This is an optimization exercise on Yosys and OpenROAD, whose aim is small area and a short achievable clock period, not a production implementation. In this exercise RTL edits were held to simulation tests only and were not proved equivalent to the original.

==> inputs of job 4212 <==
## circuit6
module circuit6(a, b, c, zero, z, clk, rst);
        input  clk, rst;
        input  [63:0] a, b, c, zero;
        output [63:0] z;
        wire   [63:0] e, f, zwire;
        wire   gEQz;
        DEC    #(.DATAWIDTH(64)) DEC_1(a, e);                   
        INC    #(.DATAWIDTH(64)) INC_1(c, f);                   
        MOD    #(.DATAWIDTH(64)) MOD_1(a, c, zero, gEQz);       
        MUX2x1 #(.DATAWIDTH(64)) MUX2x1_1(f, e, gEQz, zwire);   
        REG    #(.DATAWIDTH(64)) REG_1(z, zwire, clk, rst);     
endmodule
==> module MOD, before the edit <==
module MOD(a, c, zero, eq);
    parameter DATAWIDTH = 32;
    localparam N = DATAWIDTH;
    input  [N-1:0] a;
    input  [N-1:0] c;
    input  [N-1:0] zero;
    output eq;
    genvar i, j;
    wire [N:0]   sc;
    wire [N-1:0] x;
    assign sc[0] = 1'b1;
    generate for (j = 0; j < N; j = j + 1) begin : g_sub
        wire nz = ~zero[j];
        assign x[j]    = a[j] ^ nz ^ sc[j];
        assign sc[j+1] = (a[j] & nz) | (a[j] & sc[j]) | (nz & sc[j]);
    end endgenerate
    wire ge = sc[N];
    wire [N:0] lt;
    assign lt[0] = 1'b0;
    generate for (j = 0; j < N; j = j + 1) begin : g_lt
        assign lt[j+1] = (~zero[j] & c[j]) | (~(zero[j] ^ c[j]) & lt[j]);
    end endgenerate
    wire zlt = lt[N];
    wire [N-1:0] cz;    
    assign cz[0] = ~c[0];
    generate for (j = 1; j < N; j = j + 1) begin : g_cz
        assign cz[j] = cz[j-1] & ~c[j];
    end endgenerate
    wire lowok = ~|((a ^ zero) & cz);
    localparam L = (N > 32) ? 6 : (N > 16) ? 5 : (N > 8) ? 4 : (N > 4) ? 3 : (N > 2) ? 2 : (N > 1) ? 1 : 0;
    wire [N-1:0] v [0:L];
    assign v[L] = c;
    generate for (i = 0; i < L; i = i + 1) begin : g_norm
        localparam integer S = 1 << i;
        wire lowz = ~|v[i+1][S-1:0];
        assign v[i] = lowz ? (v[i+1] >> S) : v[i+1];
    end endgenerate
    wire [N-1:0] m = v[0];
    wire [N:0] ho;
    assign ho[N] = 1'b0;
    generate for (j = 0; j < N; j = j + 1) begin : g_ho
        assign ho[j] = ho[j+1] | m[j];
    end endgenerate
    wire [N-1:0] par;
    generate for (j = 0; j < N; j = j + 1) begin : g_par
        if (((j + 1) % 2) == (N % 2)) begin : g_y
            assign par[j] = ho[j] & ~ho[j+1];
        end else begin : g_n
            assign par[j] = 1'b0;
        end
    end endgenerate
    wire P = |par;
    wire [N+2:0] M1 = {3'b000, m};
    wire [N+2:0] M2 = {2'b00, m, 1'b0};
    wire [N+2:0] M3;
    wire [N+3:0] c3;
    assign c3[0] = 1'b0;
    generate for (j = 0; j < N + 3; j = j + 1) begin : g_m3
        assign M3[j]   = M1[j] ^ M2[j] ^ c3[j];
        assign c3[j+1] = (M1[j] & M2[j]) | (M1[j] & c3[j]) | (M2[j] & c3[j]);
    end endgenerate
    localparam K = (N + 1) / 2;
    wire [N+1:0] r [0:K];
    assign r[0] = {2'b00, x};
    generate for (i = 0; i < K; i = i + 1) begin : g_step
        localparam integer W = N + 2 - 2 * i;
        wire q0 = r[i][0];
        wire q1 = r[i][1] ^ (r[i][0] & M1[1]);
        wire s1 = q0 & ~q1;
        wire s2 = ~q0 & q1;
        wire s3 = q0 & q1;
        wire [W-1:0] y;              
        wire [W:0]   cy;
        wire [W-1:0] s;
        assign cy[2] = 1'b1;
        for (j = 2; j < W; j = j + 1) begin : g_bit
            SEL3 u_sel(.s1(s1), .s2(s2), .s3(s3), .a(M1[j]), .b(M2[j]), .c(M3[j]), .y(y[j]));
            assign s[j]    = r[i][j] ^ y[j] ^ cy[j];
            assign cy[j+1] = (r[i][j] & y[j]) | (r[i][j] & cy[j]) | (y[j] & cy[j]);
        end
        assign r[i+1] = {{(N+2-W+2){1'b0}}, s[W-1:2]};
    end endgenerate
    wire [2*K+1:0] bad;
    generate for (i = 0; i <= K; i = i + 1) begin : g_bad
        wire act = (N - 2 * i < 0) ? 1'b1 : ho[(N - 2 * i < 0) ? 0 : N - 2 * i];
        wire n0  = (2 * i < N + 1) ? 1'b1 : (2 * i < N + 2) ? P : 1'b0;
        wire n1  = (2 * i + 1 < N + 1) ? 1'b1 : (2 * i + 1 < N + 2) ? P : 1'b0;
        assign bad[2*i]   = act & n0 & r[i][0];
        assign bad[2*i+1] = act & n1 & r[i][1];
    end endgenerate
    wire div = ~|bad;
    assign eq = zlt & ge & lowok & div;
endmodule
==> module circuit6, before the edit <==
module circuit6(a, b, c, zero, z, clk, rst);
        input  clk, rst;
        input  [63:0] a, b, c, zero;
        output [63:0] z;
        wire   [63:0] e, f, zwire;
        wire   gEQz;
        DEC    #(.DATAWIDTH(64)) DEC_1(a, e);                   
        INC    #(.DATAWIDTH(64)) INC_1(c, f);                   
        MOD    #(.DATAWIDTH(64)) MOD_1(a, c, zero, gEQz);       
        MUX2x1 #(.DATAWIDTH(64)) MUX2x1_1(f, e, gEQz, zwire);   
        REG    #(.DATAWIDTH(64)) REG_1(z, zwire, clk, rst);     
endmodule
==> flow/config.mk <==
export PLATFORM = sky130hd
export DESIGN_NAME = circuit6
export DESIGN_NICKNAME = circuit6
export VERILOG_FILES = /design/flow/design.v
export SDC_FILE = /design/flow/constraint.sdc
export NUM_CORES = 4
export LEC_CHECK = 0
export CAP_MARGIN = 40
export CORE_MARGIN = 2
export CORE_UTILIZATION = 40
export SLEW_MARGIN = 20
export SYNTH_HIERARCHICAL = 1
export SYNTH_MINIMUM_KEEP_SIZE = 0
==> flow/constraint.sdc <==
create_clock -name core_clock -period 350.0 [get_ports {clk}]
set_input_delay 70.0000 -clock core_clock [delete_from_list [all_inputs] [get_ports {clk}]]
set_output_delay 70.0000 -clock core_clock [all_outputs]
set_load 0.01 [all_outputs]
run.sh (not shown) runs the stock make flow with config.mk's settings and CLKGATE_MAP_FILE= SYNTH_SCRIPT=/design/flow/synth_recipe.tcl, a recipe that flattens the netlist after the stock synthesis.
==> inputs of job 5017, as changes to job 4212 <==
--- a/flow/design.v
+++ b/flow/design.v
@@ -78,20 +78,21 @@
     wire [N+1:0] r [0:K];
     assign r[0] = {2'b00, x};
     generate for (i = 0; i < K; i = i + 1) begin : g_step
-        localparam integer W = N + 2 - 2 * i;
-        wire q0 = r[i][0];
-        wire q1 = r[i][1] ^ (r[i][0] & M1[1]);
-        wire s1 = q0 & ~q1;
-        wire s2 = ~q0 & q1;
-        wire s3 = q0 & q1;
-        wire [W-1:0] y;              
+        localparam integer W  = N + 2 - 2 * i;
+        localparam integer NB = (W - 2 < 2) ? W - 2 : 2;    
+        wire [W-1:0] s;
         wire [W:0]   cy;
-        wire [W-1:0] s;
-        assign cy[2] = 1'b1;
-        for (j = 2; j < W; j = j + 1) begin : g_bit
-            SEL3 u_sel(.s1(s1), .s2(s2), .s3(s3), .a(M1[j]), .b(M2[j]), .c(M3[j]), .y(y[j]));
-            assign s[j]    = r[i][j] ^ y[j] ^ cy[j];
-            assign cy[j+1] = (r[i][j] & y[j]) | (r[i][j] & cy[j]) | (y[j] & cy[j]);
+        wire s1, s2, s3;
+        assign s[1:0] = 2'b00;
+        ROWLO #(.NB(NB)) u_lo(.r(r[i][NB+1:0]), .m1(M1[1]),
+            .a(M1[NB+1:2]), .b(M2[NB+1:2]), .c(M3[NB+1:2]),
+            .d(s[NB+1:2]), .co(cy[NB+2]));
+        ROWSEL u_sel(.r0(r[i][0]), .r1(r[i][1]), .m1(M1[1]), .s1(s1), .s2(s2), .s3(s3));
+        for (j = NB + 2; j < W; j = j + 1) begin : g_bit
+            wire y;                  
+            SEL3 u_y(.s1(s1), .s2(s2), .s3(s3), .a(M1[j]), .b(M2[j]), .c(M3[j]), .y(y));
+            assign s[j]    = r[i][j] ^ y ^ cy[j];
+            assign cy[j+1] = (r[i][j] & y) | (r[i][j] & cy[j]) | (y & cy[j]);
         end
         assign r[i+1] = {{(N+2-W+2){1'b0}}, s[W-1:2]};
     end endgenerate
@@ -110,6 +111,37 @@
     input  s1, s2, s3, a, b, c;
     output y;
     assign y = ~((s1 & a) | (s2 & b) | (s3 & c));
+endmodule
+module ROWSEL(r0, r1, m1, s1, s2, s3);
+    input  r0, r1, m1;
+    output s1, s2, s3;
+    wire q0 = r0;
+    wire q1 = r1 ^ (r0 & m1);
+    assign s1 = q0 & ~q1;
+    assign s2 = ~q0 & q1;
+    assign s3 = q0 & q1;
+endmodule
+module ROWLO(r, m1, a, b, c, d, co);
+    parameter NB = 4;
+    input  [NB+1:0] r;
+    input  m1;
+    input  [NB+1:2] a, b, c;     
+    output [NB+1:2] d;
+    output co;
+    genvar j;
+    wire q0 = r[0];
+    wire q1 = r[1] ^ (r[0] & m1);
+    wire s1 = q0 & ~q1;
+    wire s2 = ~q0 & q1;
+    wire s3 = q0 & q1;
+    wire [NB+2:2] cy;
+    assign cy[2] = 1'b1;         
+    generate for (j = 2; j < NB + 2; j = j + 1) begin : g_bit
+        wire y = ~((s1 & a[j]) | (s2 & b[j]) | (s3 & c[j]));
+        assign d[j]    = r[j] ^ y ^ cy[j];
+        assign cy[j+1] = (r[j] & y) | (r[j] & cy[j]) | (y & cy[j]);
+    end endgenerate
+    assign co = cy[NB+2];
 endmodule
 `timescale 1ns/1ns
 module COMP(a,b,gt,lt,eq);
@@ -160,9 +192,24 @@
         output [63:0] z;
         wire   [63:0] e, f, zwire;
         wire   gEQz;
-        DEC    #(.DATAWIDTH(64)) DEC_1(a, e);                   
-        INC    #(.DATAWIDTH(64)) INC_1(c, f);                   
         MOD    #(.DATAWIDTH(64)) MOD_1(a, c, zero, gEQz);       
-        MUX2x1 #(.DATAWIDTH(64)) MUX2x1_1(f, e, gEQz, zwire);   
-        REG    #(.DATAWIDTH(64)) REG_1(z, zwire, clk, rst);     
-endmodule
+        wire   [64:0] az, c1;
+        assign az[0] = 1'b1;
+        assign c1[0] = 1'b1;
+        genvar j;
+        generate for (j = 0; j < 64; j = j + 1) begin : g_incdec
+            assign az[j+1] = az[j] & ~a[j];
+            assign c1[j+1] = c1[j] & c[j];
+        end endgenerate
+        assign e = a ^ az[63:0];
+        assign f = c ^ c1[63:0];
+        assign zwire = gEQz ? e : f;                            
+        reg    [63:0] z_q;                                      
+        always @(posedge clk) begin
+            if (rst == 1)
+                z_q <= 0;
+            else
+                z_q <= zwire;
+        end
+        assign z = z_q;
+endmodule
==> flow/flow/run.sh (new file) <==
#!/bin/bash
# Layout flow: the standard synthesis and layout (standard.sh) with one
# change in how the layout is made: every input and output port still gets its
# own buffer, but a plain buf_1 (BUFFER_PORTS_ARGS) instead of the delay buffer
# that buffer_ports picks by default. The clock and constraints are the standard flow's.
set -euo pipefail
PORTS="BUFFER_PORTS_ARGS=-buffer_cell sky130_fd_sc_hd__buf_1"
bash standard.sh synth > synth.log 2>&1
bash standard.sh "$PORTS" finish > layout.log 2>&1
==> flow/standard.sh (new file) <==
#!/bin/bash
# synth_recipe.tcl (not shown) runs the flow's synth.tcl, then flattens the netlist and writes it again
# the make line also repeats each setting of config.mk as NAME=value (left out here)
make -C /OpenROAD-flow-scripts/flow DESIGN_CONFIG=/design/flow/config.mk WORK_HOME=/design/flow/orfs CLKGATE_MAP_FILE= SYNTH_SCRIPT=/design/flow/synth_recipe.tcl "${@:-finish}"
removed: flow/run.sh
==> run summary <==
item	job 4212	job 5017
Full die area	0.131 mm^2	0.130 mm^2
Critical-path cell with the highest stage delay	sky130_fd_sc_hd__fa_1	sky130_fd_sc_hd__nand4_1
Slew headroom	32.5%	29.3%
Initial Util	40.2%	40.4%
Share of the final layout cell area in multi-input gates	83.4%	84.9%
Run status	finished clean	finished clean
ANT cells	2	0
Number of core rows	131	130
Share of the core filled with cells in the final layout	45.6%	44.7%
Detailed-routed wire length on met3	20500 um	19700 um
Max Clk Rate	0.00721 GHz	0.00786 GHz
Nonclk buf count	518	509
Data arrival at the endpoint of the critical path	138.84 ns	127.41 ns
Share of cell area taken by flip-flops and latches	2.20%	2.28%
# fillers	12000	12200
Number of combinational gates with multiple inputs	4171	4089
Proportion of cell area spent on the clock network	0.514%	0.576%
Via Count	50100	48900

==> what the ideal ports hide <==
In the flow no input, the clock included, has a driving cell. The finished layouts below were timed again as built, in two steps. Step 1 sets driving cells, clkbuf_16 on the clock port and buf_2 on the other inputs (assumed; they add their load-dependent delay and slew). Step 2, shift: input delay + t, output delay - t, t = (earliest + latest rising clock arrival at the registers) / 2. This alone moves slack from input paths to output paths. Three values: ideal, step 1, step 2; two values: the first two.
| run | t, ns | setup slack, ns | worst register clock-pin slew, ns |
|---|---|---|---|
| job 4212 | 0.417 | 211.398 / 211.419 / 211.001 | 0.07 / 0.07 |
| job 5017 | 0.410 | 222.844 / 222.844 / 222.434 | 0.06 / 0.06 |
After both steps every run listed still meets setup and hold. For job 5017, which loses most, drivers alone change the setup slack by 0.000 ns; drivers and shift together by -0.410 ns.
